What follows belongs to an exercise in optimizing a design on an open flow for small area; a production flow would make more cautious choices.
Function was checked by simulation only, so behaviour that the tests miss may differ from the original.
Power and IR drop assume default switching activity.

**flow/run.sh**
```bash
#!/bin/bash
# synth_recipe.tcl (not shown) runs the flow's synth.tcl, then flattens the netlist and writes it again
# the make line also repeats each setting of config.mk as NAME=value (left out here)
make -C /OpenROAD-flow-scripts/flow DESIGN_CONFIG=/design/flow/config.mk WORK_HOME=/design/flow/orfs CLKGATE_MAP_FILE= SYNTH_SCRIPT=/design/flow/synth_recipe.tcl finish
```
**flow/constraint.sdc**
```tcl
create_clock -name core_clock -period 10.0 [get_ports {clk}]
set_input_delay 2.0000 -clock core_clock [delete_from_list [all_inputs] [get_ports {clk}]]
set_output_delay 2.0000 -clock core_clock [all_outputs]
set_load 0.01 [all_outputs]
```
**flow/design.v**
```verilog
module oled_top(
    input clk,
    input rst,
    output sck,
    output reg miso,
    output reg reset_oled,
    output dc,
    output sck_reg
    );
    reg [5:0] dcnt;
    reg sr;
    reg [3:0] slot;
    reg [11:0] ptr;
    reg [1:0] ph;
    assign sck_reg = sr;
    wire tick = dcnt[5] & dcnt[4] & dcnt[1];    
    wire rise = tick & ~sr;
    wire fall = tick & sr;
    wire [1:0] bc = ptr[1:0];
    wire [6:0] x  = ptr[8:2];
    wire [2:0] pg = ptr[11:9];
    wire is_init = ~ph[1];
    wire is_cw   = ph[1];
    wire is_wr   = ph[1] & ph[0];
    wire is_w1   = (ph == 2'd0);
    wire gap  = (slot == 4'd10);
    wire done = (slot == 4'd9);
    wire fin  = (slot == 4'd15);
    wire [6:0] font;
    assign font[0] = (x == 7'd31) | (x == 7'd35) | (x == 7'd37) | (x == 7'd38) | (x == 7'd39) | (x == 7'd40) | (x == 7'd41) | (x == 7'd43) | (x == 7'd49) | (x == 7'd56) | (x == 7'd57) | (x == 7'd58) | (x == 7'd61) | (x == 7'd62) | (x == 7'd63) | (x == 7'd64) | (x == 7'd65) | (x == 7'd67) | (x == 7'd68) | (x == 7'd69) | (x == 7'd70) | (x == 7'd74) | (x == 7'd75) | (x == 7'd76) | (x == 7'd77) | (x == 7'd81);
    assign font[1] = (x == 7'd31) | (x == 7'd35) | (x == 7'd37) | (x == 7'd43) | (x == 7'd49) | (x == 7'd55) | (x == 7'd59) | (x == 7'd61) | (x == 7'd67) | (x == 7'd71) | (x == 7'd73) | (x == 7'd80) | (x == 7'd82);
    assign font[2] = (x == 7'd31) | (x == 7'd35) | (x == 7'd37) | (x == 7'd43) | (x == 7'd49) | (x == 7'd55) | (x == 7'd59) | (x == 7'd61) | (x == 7'd67) | (x == 7'd71) | (x == 7'd73) | (x == 7'd79) | (x == 7'd83);
    assign font[3] = (x == 7'd31) | (x == 7'd32) | (x == 7'd33) | (x == 7'd34) | (x == 7'd35) | (x == 7'd37) | (x == 7'd38) | (x == 7'd39) | (x == 7'd40) | (x == 7'd41) | (x == 7'd43) | (x == 7'd49) | (x == 7'd55) | (x == 7'd59) | (x == 7'd61) | (x == 7'd62) | (x == 7'd63) | (x == 7'd64) | (x == 7'd65) | (x == 7'd67) | (x == 7'd68) | (x == 7'd69) | (x == 7'd70) | (x == 7'd73) | (x == 7'd75) | (x == 7'd76) | (x == 7'd77) | (x == 7'd79) | (x == 7'd80) | (x == 7'd81) | (x == 7'd82) | (x == 7'd83);
    assign font[4] = (x == 7'd31) | (x == 7'd35) | (x == 7'd37) | (x == 7'd43) | (x == 7'd49) | (x == 7'd55) | (x == 7'd59) | (x == 7'd61) | (x == 7'd67) | (x == 7'd73) | (x == 7'd77) | (x == 7'd79) | (x == 7'd83);
    assign font[5] = (x == 7'd31) | (x == 7'd35) | (x == 7'd37) | (x == 7'd43) | (x == 7'd49) | (x == 7'd55) | (x == 7'd59) | (x == 7'd61) | (x == 7'd67) | (x == 7'd73) | (x == 7'd77) | (x == 7'd79) | (x == 7'd83);
    assign font[6] = (x == 7'd31) | (x == 7'd35) | (x == 7'd37) | (x == 7'd38) | (x == 7'd39) | (x == 7'd40) | (x == 7'd41) | (x == 7'd43) | (x == 7'd44) | (x == 7'd45) | (x == 7'd46) | (x == 7'd47) | (x == 7'd49) | (x == 7'd50) | (x == 7'd51) | (x == 7'd52) | (x == 7'd53) | (x == 7'd56) | (x == 7'd57) | (x == 7'd58) | (x == 7'd61) | (x == 7'd67) | (x == 7'd74) | (x == 7'd75) | (x == 7'd76) | (x == 7'd79) | (x == 7'd83);
    wire [7:0] init_byte;
    assign init_byte[0] = (ptr[3:0] == 4'd6) | (ptr[3:0] == 4'd8) | (ptr[3:0] == 4'd10) | (ptr[3:0] == 4'd11) | (ptr[3:0] == 4'd12) | (ptr[3:0] == 4'd13) | (ptr[3:0] == 4'd15);
    assign init_byte[1] = (ptr[3:0] == 4'd5) | (ptr[3:0] == 4'd11) | (ptr[3:0] == 4'd15);
    assign init_byte[2] = (ptr[3:0] == 4'd5) | (ptr[3:0] == 4'd6) | (ptr[3:0] == 4'd8) | (ptr[3:0] == 4'd9) | (ptr[3:0] == 4'd11) | (ptr[3:0] == 4'd15);
    assign init_byte[3] = (ptr[3:0] == 4'd5) | (ptr[3:0] == 4'd8) | (ptr[3:0] == 4'd11) | (ptr[3:0] == 4'd12) | (ptr[3:0] == 4'd15);
    assign init_byte[4] = (ptr[3:0] == 4'd6) | (ptr[3:0] == 4'd9) | (ptr[3:0] == 4'd12) | (ptr[3:0] == 4'd13);
    assign init_byte[5] = (ptr[3:0] == 4'd5) | (ptr[3:0] == 4'd13) | (ptr[3:0] == 4'd14) | (ptr[3:0] == 4'd15);
    assign init_byte[6] = (ptr[3:0] == 4'd6) | (ptr[3:0] == 4'd11) | (ptr[3:0] == 4'd12) | (ptr[3:0] == 4'd13);
    assign init_byte[7] = (ptr[3:0] == 4'd5) | (ptr[3:0] == 4'd6) | (ptr[3:0] == 4'd7) | (ptr[3:0] == 4'd8) | (ptr[3:0] == 4'd10) | (ptr[3:0] == 4'd11) | (ptr[3:0] == 4'd12) | (ptr[3:0] == 4'd13) | (ptr[3:0] == 4'd14) | (ptr[3:0] == 4'd15);
    wire col_end   = is_cw & (bc == 2'd0);
    wire block_end = is_wr ? (col_end & (font == 7'd0)) : (ptr == 12'd0);
    wire jump = (slot == (4'd14 - {2'b00, block_end, col_end}));
    wire gap_end = ~ptr[11] & ptr[7] & ptr[6] & ptr[0];   
    wire [2:0] page = is_wr ? ((x >= 7'd60) ? 3'd4 : 3'd3) : pg;
    reg [7:0] byte_out;
    always @(*)
        if (is_init) byte_out = init_byte;
        else case (bc)
            2'd0: byte_out = {5'b10110, page};
            2'd1: byte_out = {5'b00010, x[6:4]};
            2'd2: byte_out = {4'b0000, x[3:0]};
            default: byte_out = is_wr ? {1'b0, font} : 8'h00;
        endcase
    assign sck = slot[3] | sr;
    assign dc  = is_cw & (bc == 2'd3) & (~slot[3] | fin);
    always @(posedge clk)
        if (rst) begin
            dcnt <= 6'd0;
            sr <= 1'b0;
        end else if (tick) begin
            dcnt <= 6'd0;
            sr <= ~sr;
        end else
            dcnt <= dcnt + 6'd1;
    always @(posedge clk)
        if (rst)
            miso <= 1'b0;
        else if (fall & ~slot[3])
            miso <= byte_out[slot[2:0]];
    wire ro_set = ((slot == 4'd14) & dcnt[3] & dcnt[1]) |
                  (~ptr[11] & ptr[6] & ptr[4] & ptr[3] & ptr[2] & ptr[1] & ptr[0] & dcnt[3] & ~sr);
    wire ro_clr = is_w1 & fin & ptr[3] & ptr[2] & ptr[0] & dcnt[2] & ~sr;
    always @(posedge clk)
        if (rst)
            reset_oled <= 1'b0;
        else
            reset_oled <= ro_set | (reset_oled & ~ro_clr);
    always @(posedge clk)
        if (rst) begin
            slot <= 4'd14;
            ptr <= 12'd4085;
            ph <= 2'd0;
        end else if (rise) begin
            if (gap) begin
                if (gap_end) begin
                    ph <= 2'd1;
                    ptr <= 12'd4085;
                    slot <= 4'd8;
                end else
                    ptr <= ptr + 12'd1;
            end else if (fin) begin
                ptr <= ptr + 12'd1;
                slot <= reset_oled ? 4'd14 : 4'd10;
            end else if (jump) begin
                if (is_wr && x[6] && x[4] && x[2])     
                    slot <= 4'd9;
                else begin
                    slot <= 4'd8;
                    if (block_end && !is_wr) begin
                        ph <= ph + 2'd1;
                        if (ph[1])
                            ptr <= {3'd0, 7'd30, 2'd0};
                    end
                end
            end else if (!done)
                slot <= slot - 4'd1;
        end
endmodule
```
**flow/config.mk**
```make
export PLATFORM = sky130hd
export DESIGN_NAME = oled_top
export DESIGN_NICKNAME = oled_top
export VERILOG_FILES = /design/flow/design.v
export SDC_FILE = /design/flow/constraint.sdc
export NUM_CORES = 4
export LEC_CHECK = 0
export ABC_AREA = 1
export CAP_MARGIN = 20
export CORE_MARGIN = 2
export CORE_UTILIZATION = 65
export PLACE_DENSITY = 0.8
export SLEW_MARGIN = 20
```
==> run notes <==
final timing paths:
check	end
setup / recovery	dc
hold / removal	dcnt[0]
setup reg to reg	ptr[0]
hold reg to reg	dcnt[0]
state kept, by name, indices dropped and copies added, names as in the netlist:
name / count
slot: 4
ptr: 12
miso: 1
sr: 1
ph: 2
reset_oled: 1
dcnt: 6
metrics by stage:
step,std cells,util (%)
after floorplan,425,-
after global placement,468,69.4
after detailed placement,468,69.4
after CTS,472,70.7
after global routing,472,70.7
final,472,70.7
worst reg2reg max path: stages, from the launching register on:
cell      delay [ns]
dfxtp_1         0.56
inv_2           0.18
nand2_1         0.18
nor2_1          0.08
nand2_1         0.08
nand4_1         0.12
nor2_1          0.18
nand3_1         0.13
nor4_1          0.25
nand3_1         0.11
nand2_1         0.09
ha_1            0.22
nor2_1          0.07
nor2_2          0.10
nand3_2         0.11
a211oi_4        0.32
nand3_2         0.17
o21ai_4         0.24
nand2_4         0.16
a21oi_2         0.16
o21ai_1         0.08
cell type report:
class / count / area (sq um)
flip-flops and latches: 27 / 541
multi-input cells: 337 / 1710
clock buffers: 3 / 41.3
repair buffers: 6 / 60.1
well taps: 48 / 60.1
clock inverters: 1 / 7.51
fillers: 350 / 1080
inverters: 50 / 189
metal layers:
layer	part of all wire, %	track usage [%]
met2	45	53.7
met1	44	46.0
met4	2.0	8.93
met3	8.6	4.09
met5	0	0
power by group through the flow:
stage	Combinational (mW)	Sequential (mW)	Clock, mW
after global placement	0.00543	0.112	0
after CTS	0.00550	0.109	0.0658
after detailed placement	0.00548	0.112	0
after global routing	0.00639	0.110	0.0691
final	0.00559	0.109	0.0645
after floorplan	0.00396	0.112	0
kinds of logic after synthesis:
group                      share of synthesized area, %
AOI/OAI and AO/OA                                  17.4
DFF                                                21.7
xor gates and xnor gates                           1.76
and+or+nand+nor                                    43.3
adders and majority gates                          6.02
buffers and inverters                              9.83
placed cells by master (no fill, tap or decap), types with 2 or more instances in the layout:
master	netlist	layout
a21oi_1	23	23
inv_2	7	7
a31oi_1	3	3
clkbuf_8	0	3
nand2_4	2	2
inv_1	42	42
nor2_1	56	56
o21ai_2	2	2
nor2_2	3	3
o21ai_1	5	5
xnor2_1	2	2
nand3_2	2	2
o211ai_1	3	3
ha_1	12	12
nor4_1	5	5
dfxtp_1	27	27
nand4_1	5	5
nand3_1	47	47
nand2_1	116	116
a211oi_1	2	2
o21ai_0	22	22
nor3_1	6	6
o22ai_1	2	2
nor3b_1	2	2
xor2_1	3	3
nand2_2	3	3
clkdlybuf4s50_1	0	6
==> flow_summary.toml <==
[logic_synthesis]
synth_warnings = 1
ys_async_sr_fraction_pct = 0
ys.flop_type = "dfxtp_1"
synth.largest_area_cell = "dfxtp_1"
yosysUniqueCellTypes = 40
yosys-top-cells-area = "dfxtp_1 22%, nand2_1 17%, nand3_1 9.4%"
synth_most_common_cell = "nand2_1"
ys_ff_latch = 27
syn_nets = 439
synth_edf_count = 0
synth.top_cell.area_share_pct = 21.7
syn-cell-area_sq_mm = 0.00249
ys_top_cells_by_count = "116 x nand2_1, 56 x nor2_1, 47 x nand3_1"
syn_avg_cell_area_sq_um = 5.87
synth_cells = 425
ys_seq_area_share_pct = 21.7

[setup_path]
crit_family = "buffers and inverters"
cp_slowest_stage_delay_ns = 0.58
critical_path.cell_chain = "ha_1, inv_1, a211oi_1, clkdlybuf4s50_1"
crit_arrival_ns = 2.03
worst-path-stages = 4
reg2regPathDepth = 20
r2r_setup_slack_ns = 6.33
critPathBufInv = 2
start_kind = "flip-flop"
required_ns = 8.00
path_class = "reg2out"
rr_startpoint = "ptr[3]"
crit_path_end_kind = "output port"
worstPathMaxFanout = 9
slowest_stage = "clkdlybuf4s50_1"
startpoint = "ptr[0]"

[floorplanning]
num_rows = 22
core_sq_mm = 0.00369
start_util_pct = 67.6
dieArea_sq_mm = 0.00435
dieWidth_um = 66.0
die_h_um = 66.0
io_pins = 7

[power_and_ir_drop]
p_per_area_mw_per_mm2 = 68.9
internal_power_mw = 0.139
p_sw_mw = 0.0408
clockPowerShare_pct = 35.9
seqPwrFrac_pct = 61.0
power_frac_comb_pct = 3.1
finalPower_mw = 0.180
p_leak_nw = 1.28
swShare_pct = 22.7
peakVddDrop_mv = 0.0650

[timing]
rsz0062_at_grt = "no"
slew_violations = 0
fin_ws_ns = 5.97
layout_min_cycle_time_ns = 4.03
finalSetupTns_ns = 0
fmax_mhz = 248
slew_headroom_pct = 51.3
finalHoldViolCount = 0
skew_ns = 0.0125
fin_hold_ws_ns = 0.469
period_share_pct = 40.3
worst_pin_slew_ns = 0.725
setup_viol = 0

[finish]
fin_nets = 439
layout-drive-gt1-share_pct = 6.84
area_growth_pct = 4.51
fin_area_sq_mm = 0.00261
n_antenna_cell = 0

[detailed_routing]
drtIter0Drc = 362
drt-pass1-iter-count = 5
antenna_left = 0
wl_um = 6630
drc = 0
vias_per_cell = 6.03
vias = 2848
wl_per_cell_um = 14.0

[global_routing]
grt_pass1_wl_um = 11300
grtUsageTotal_pct = 33.0
globalRoute.totalOverflow = 0
grt_pass1_vias = 2503
grt_max_degree = 17
antenna_found_initial = 0

[cts]
numCtsBuffers = 3
root_buffer = "clkbuf_8"
clk_pin_slew_worst_paths_ns = 0.10
clk_latency_ns = 0.28
hold_buffers = 0
cts_sinks = 27
h-tree-depth = 1
cts_resized = 0
clk_path_buf_depth = 2
cts_setup_buffers = 0
cts_tree = "yes"

[hold_path]
min_from = "dcnt[0]"
holdPathStages = 1
hp-class = "reg2reg"

[place]
port_buffers = 6
preCtsSetupSlack_ns = 6.29
routabilityCongestion = 1.01
placed_area_sq_mm = 0.00256
dpl.hpwl_um = 5290

[flow_run]
max-cap-violations = 0

[outcome]
outcome = "no timing/DRC/antenna violations"

-- separate check: timing with driven ports --
The results above use ideal ports. As a check the final layout listed here was re-extracted and re-timed, cells and wires unchanged. Step 1 (the two cells are an assumption about what drives the block):
set clk [get_ports {clk}]
set_driving_cell -lib_cell sky130_fd_sc_hd__clkbuf_16 $clk
set_driving_cell -lib_cell sky130_fd_sc_hd__buf_2 [delete_from_list [all_inputs] $clk]
Step 2 adds t to the input delays and takes it off the output delays; t is the mean of the earliest and latest rising clock arrival at the registers after step 1. Input paths then give back, and output paths get back, about the clock's delay inside the block. Three values: no drivers, after step 1, after step 2; two values: the first two.
t (ns): 0.302
slack for setup (ns): 5.974 / 5.947 / 6.249
clock arrival spread, ns: 0.012 / 0.013
pins driven straight from the clock port: 1
After both steps setup and hold are still met in this run. The setup slack of this run moves by -0.027 ns with the drivers and by +0.275 ns with both steps.
